This is an optimization exercise on Yosys and OpenROAD, whose aim is small area, not a production implementation.
The RTL was checked by simulation tests, not by an equivalence proof against the original design.

==> flow/design.v (outline; a module is shown in full before it is edited, if it fits) <==
// module FIR2: 1157 lines
// module FIR2_fa: 6 lines
// module FIR2_ha: 6 lines
module FIR2 (X, clk, Y, reset);
  // ...
==> flow/flow/run.sh <==
#!/bin/bash
# Standard ORFS flow (the standard.sh), with the port buffers that
# buffer_ports inserts on every input and output made the smallest buffer.
set -o pipefail
export BUFFER_PORTS_ARGS="-buffer_cell sky130_fd_sc_hd__buf_1"
bash standard.sh > standard_flow.log 2>&1
==> flow/standard.sh <==
#!/bin/bash
# synth_recipe.tcl (not shown) runs the flow's synth.tcl, then flattens the netlist and writes it again
# the make line also repeats each setting of config.mk as NAME=value (left out here)
make -C /OpenROAD-flow-scripts/flow DESIGN_CONFIG=/design/flow/config.mk WORK_HOME=/design/flow/orfs CLKGATE_MAP_FILE= SYNTH_SCRIPT=/design/flow/synth_recipe.tcl "${@:-finish}"
==> flow/config.mk <==
export PLATFORM = sky130hd
export DESIGN_NAME = FIR2
export DESIGN_NICKNAME = FIR2
export VERILOG_FILES = /design/flow/design.v
export SDC_FILE = /design/flow/constraint.sdc
export NUM_CORES = 4
export LEC_CHECK = 0
export CAP_MARGIN = 20
export CORE_MARGIN = 2
export CORE_UTILIZATION = 40
export CTS_BUF_LIST = sky130_fd_sc_hd__clkbuf_8
export CTS_CLUSTER_DIAMETER = 60
export CTS_CLUSTER_SIZE = 16
export SLEW_MARGIN = 20
export SYNTH_HIERARCHICAL = 1
==> flow/constraint.sdc <==
create_clock -name core_clock -period 15.0 [get_ports {clk}]
set_input_delay 3.0000 -clock core_clock [delete_from_list [all_inputs] [get_ports {clk}]]
set_output_delay 3.0000 -clock core_clock [all_outputs]
set_load 0.01 [all_outputs]
==> results by group, run 1 <==
Setup path
  – CP arrival: 14,330 ps
  – Type of origin of the critical path: flip-flop
  – FF-to-FF path depth: 35
  – Slowest CP cell: fa_1
  – CP startpoint: cnt[5]

Job
  – Max Cap Violations: 0

Drt
  – Vias per inst: 4.738
  – DR iter-0 viols: 1,155

CTS
  – Root buffer cell: clkbuf_8
  – Max clock buf depth: 3
  – Clock Sinks: 716
  – # H-tree levels: 2
  – CTS Hold Bufs: 0

Final layout
  – Sequential share of cell area: 40.95%
  – Commonest non-fill, non-tap cell in the layout: fa_1
  – Area Growth Syn to Fin: 8.221%
  – Layout clock buffers: 64
  – Final std cells w/o fill: 3,324

Global routing
  – Total track usage: 20.95%
  – Grt met2 use: 33.37%
  – GR peak layer: met2
  – First-pass GRT wire length: 122,400 µm

STA
  – Worst setup margin: 1244 ps
  – Final Critical Period: 13,760 ps

Synthesis
  – EDFF count, synth: 0
  – Syn Nets: 2,967
  – Post-synthesis xor/xnor area fraction: 0.2689%

Status
  – Status: complete, no violations

Place
  – Routability congestion estimate: 0.9732
  – Post-Place Cells: 3,236

Worst hold path
  – Depth of the worst hold-timing path: 0
==> inputs of run 2 (changes only) <==
==> flow/run.sh (new file) <==
#!/bin/bash
# synth_recipe.tcl (not shown) runs the flow's synth.tcl, then flattens the netlist and writes it again
# the make line also repeats each setting of config.mk as NAME=value (left out here)
make -C /OpenROAD-flow-scripts/flow DESIGN_CONFIG=/design/flow/config.mk WORK_HOME=/design/flow/orfs CLKGATE_MAP_FILE= SYNTH_SCRIPT=/design/flow/synth_recipe.tcl finish
removed: flow/flow/run.sh
removed: flow/standard.sh
==> run 2 against run 1 <==
Flip-flop and latch count did not move. Global-route usage rose by 0.17 points. Sequential share of layout area fell by 0.10 points. Synthesized cell count did not move. Fmax fell by 0.34%. Hold slack got worse by 16 ps. Critical path depth did not move. Final cell count barely moved. Count of clock-buffer cells in the layout fell by 2. Wire length rose by 1.2%. Final area rose by 0.26%. Synthesized area did not move. Highest routed layer unchanged.
==> results by group, run 2 <==
Global routing
  – Vias in the first global route: 18,341 (was 18,413)
  – Initial antenna violation count: 1 (unchanged)
  – Total track usage: 21.12% (was 20.95%)
  – First-pass GRT wire length: 122,700 µm (was 122,400 µm)
  – Largest net degree at the start of global routing: 21 (unchanged)
  – Total grt overflow: 0 (unchanged)

Floorplanning
  – Die width: 289.3 µm (unchanged)
  – Vertical die dimension: 289.3 µm (unchanged)
  – Ports: 28 (unchanged)
  – Initial Util: 40.43% (unchanged)
  – Total core area: 80,550 µm² (unchanged)
  – Rows: 104 (unchanged)
  – Die area: 83,720 µm² (unchanged)

STA
  – Fin. max-slew vios: 0 (unchanged)
  – Tightest Pin Transition: 885.1 ps (was 845.9 ps)
  – Final setup vio count: 0 (unchanged)
  – Final Cycle Share: 92.02% (was 91.71%)
  – Relative slew slack: 40.93% (was 43.45%)
  – Final Critical Period: 13,800 ps (was 13,760 ps)
  – Post-Route Skew: 52.91 ps (was 49.01 ps)
  – Setup TNS: 0 ps (unchanged)
  – Fmax: 72.45 MHz (was 72.70 MHz)
  – Final Hold Fails: 0 (unchanged)
  – Unrepaired setup endpoints after global routing: false (unchanged)

CTS
  – Clock Sinks: 716 (unchanged)
  – # H-tree levels: 2 (unchanged)
  – Max clock buf depth: 3 (unchanged)
  – Root buffer cell: clkbuf_8 (unchanged)
  – Post-CTS Setup Bufs: 0 (unchanged)
  – CTS Hold Bufs: 0 (unchanged)
  – PostCTS Resize Cnt: 0 (unchanged)
  – Cts bufs inserted: 59 (was 60)
  – Skew-Pair Late Insertion Delay: 720 ps (was 710 ps)
  – Clock transition at path regs: 100 ps (about the same)
  – CTS tree: yes (unchanged)

Place
  – Post-Place Cells: 3,236 (unchanged)
  – Port bufs: 27 (unchanged)
  – Routability congestion estimate: 0.9492 (was 0.9732)
  – Dpl hpwl: 73,790 µm (was 73,190 µm)

Final layout
  – Max FFs per register: 14 (unchanged)
  – Fraction of layout cells with a size suffix above 1: 4.867% (was 4.861%)
  – Most frequent cells in the layout: fa_1 (732), dfxtp_1 (696), nand2_1 (366) (unchanged)
  – Area Growth Syn to Fin: 8.498% (was 8.221%)
  – Fin nets: 3,042 (was 3,044)
  – Final std cells w/o fill: 3,322 (was 3,324)
  – Commonest non-fill, non-tap cell in the layout: fa_1 (unchanged)
  – Register name with the most flops: Y (unchanged)
  – Fillers: 7,152 (was 7,113)

Synthesis
  – Syn avg cell area: 15.06 µm² (unchanged)
  – EDFF count, synth: 0 (unchanged)
  – #FFs+latches synth: 716 (unchanged)
  – Most frequent cell after synthesis: fa_1 (unchanged)
  – Top_reg_cell synth: dfxtp_1 (unchanged)
  – Async SR Flop Fraction: 2.793% (unchanged)
  – Area fraction of the dominant cell type after synthesis: 44.99% (unchanged)
  – Top cells by area, synth: fa_1 (45%), dfxtp_1 (43%), nand2_1 (4.2%) (unchanged)
  – Seq/Total Area, Yosys: 44.32% (unchanged)
  – Cell variety after synth: 44 (unchanged)
  – Syn Nets: 2,967 (unchanged)
  – Synth Instances: 2,162 (unchanged)
  – Ys Warns: 7 (unchanged)
  – Synth top cells by count: fa_1 (732), dfxtp_1 (696), nand2_1 (366) (unchanged)
  – Synth Cell Area: 32,570 µm² (unchanged)
  – Cell taking the most area after synthesis: fa_1 (unchanged)

Drt
  – WL per Instance: 25.35 µm (was 25.04 µm)
  – Top Layer Used: met4 (unchanged)
  – Vias per inst: 4.751 (was 4.738)
  – Met2 WL: 39,350 µm (was 39,010 µm)
  – Antenna Nets Post-Route: 0 (unchanged)
  – Detailed-route wire length: 84,210 µm (was 83,220 µm)
  – Met3 WL: 5701 µm (was 6325 µm)
  – DR iter-0 viols: 1,111 (was 1,155)
  – Drc violations: 0 (unchanged)
  – Total number of vias: 15,782 (was 15,749)
  – Wire length on met1: 36,720 µm (was 35,750 µm)
  – DRT Pass-1 Iters: 5 (unchanged)

Setup path
  – Critical path endpoint category: flip-flop (unchanged)
  – Req. time, crit path: 15,590 ps (was 15,570 ps)
  – Slowest Stage Delay on Critical Path: 730 ps (was 700 ps)
  – Type of origin of the critical path: flip-flop (unchanged)
  – R2r setup slk: 1200 ps (was 1240 ps)
  – Buf/Inv on CP: 2 (unchanged)
  – Worst path most repeated cell: fa_1 (unchanged)
  – CP startpoint: cnt[5] (unchanged)
  – Top delay family on crit path: adder cells (unchanged)
  – Worst r2r src: cnt[5] (unchanged)
  – Crit-path max FO: 20 (unchanged)
  – CP arrival: 14,390 ps (was 14,330 ps)
  – RR Endpoint: Y[13] (unchanged)
  – Critical path class: flip-flop to flip-flop (unchanged)
  – FF-to-FF path depth: 35 (unchanged)
  – Cell count along the critical path: 35 (unchanged)
  – Slowest CP cell: fa_1 (unchanged)
  – Worst Setup EP: Y[13] (unchanged)

Job
  – Max Cap Violations: 0 (unchanged)

Worst hold path
  – HP Class: flip-flop to flip-flop (unchanged)

Status
  – Status: complete, no violations (unchanged)
## run 2: changes by cell type in the layout (fill, tap and decap cells not counted), moves of 2 or more
cell,change
buf_1,-27
clkbuf_8,-2
clkdlybuf4s50_1,+27
clkinv_4,+3
inv_12,-2
## run 2: cell type report
| cell class | count | area (µm²) | share of cell area, % |
|---|---|---|---|
| multi-input cells | 1260 | 17430 | 49.31 |
| flip-flops and latches | 716 | 14430 | 40.85 |
| well taps | 1060 | 1326 | 3.753 |
| clock buffers | 62 | 853.3 | 2.415 |
| inverters | 151 | 566.8 | 1.604 |
| repair buffers | 49 | 435.4 | 1.232 |
| clock inverters | 22 | 290.3 | 0.8215 |
| diodes | 2 | 5.005 | 0.01416 |
## run 2: Yosys stat by module, one instance, submodules excluded
module / times used / flops+latches / cells
FIR2: 1 / 716 / 1392
FIR2_fa: 731 / 0 / 1
FIR2_ha: 39 / 0 / 1
## run 2: worst min-delay path by stage
stage,end,cells after the start,start,slack (ps)
floorplan,d10[0],0,d9[0],310
global placement,d50[11],0,d49[11],310
detailed placement,d20[3],0,d19[3],310
CTS,d42[0],0,d41[0],300
global route,d14[10],0,d13[10],320
finish,d42[0],0,d41[0],290
## run 2: metal layers
metal | up-vias | GRT usage, %
met5 | - | 0
met4 | 0 | 6.031
met3 | 122 | 4.480
met2 | 467 | 33.42
met1 | 8539 | 29.51
li1 | 6654 | -
## run 2: logic make-up after synthesis
logic type | Yosys count | synth area share, %
buf+inv | 186 | 2.201
fa+ha+maj | 792 | 47.29
xor+xnor | 10 | 0.2689
simple gates | 417 | 4.998
flops | 716 | 44.32
compound gates | 39 | 0.8568
mux | 2 | 0.06531
## run 2: through the flow
step	setup slack [ps]	area, µm²	hold slack, ps	utilization [%]
after floorplan	1947	32570	309.6	-
after global placement	1012	34190	309.8	42.44
after detailed placement	915.1	34190	312.1	42.44
after CTS	1170	35330	303.5	43.86
after global routing	637.9	35330	321.6	43.87
final	1197	35340	293.0	43.87

[afterwards: timing with drivers on the ports]
No port has a modelled driver above. Below, the same layouts with a new extraction and two added sets of constraints. Step 1 assumes that a clkbuf_16 drives the clock port and a buf_2 every other input. Step 2 adds t to the input delays and takes it off the output delays; t is the mean of the earliest and latest rising clock arrival at the registers after step 1. Input paths then give back, and output paths get back, about the clock's delay inside the block. Three values: no drivers, after step 1, after step 2; two values: the first two.
| run | t (ns) | setup WS [ns] | clock arrival spread, ns | slew at the worst register clock pin (ns) |
|---|---|---|---|---|
| run 1 | 0.741 | 1.244 / 1.244 / 1.228 | 0.053 / 0.054 | 0.10 / 0.10 |
| run 2 | 0.756 | 1.197 / 1.197 / 1.015 | 0.063 / 0.062 | 0.10 / 0.10 |
After both steps every run listed still meets setup and hold. For run 2, which loses most, drivers alone change the setup slack by 0.000 ns; drivers and shift together by -0.182 ns.
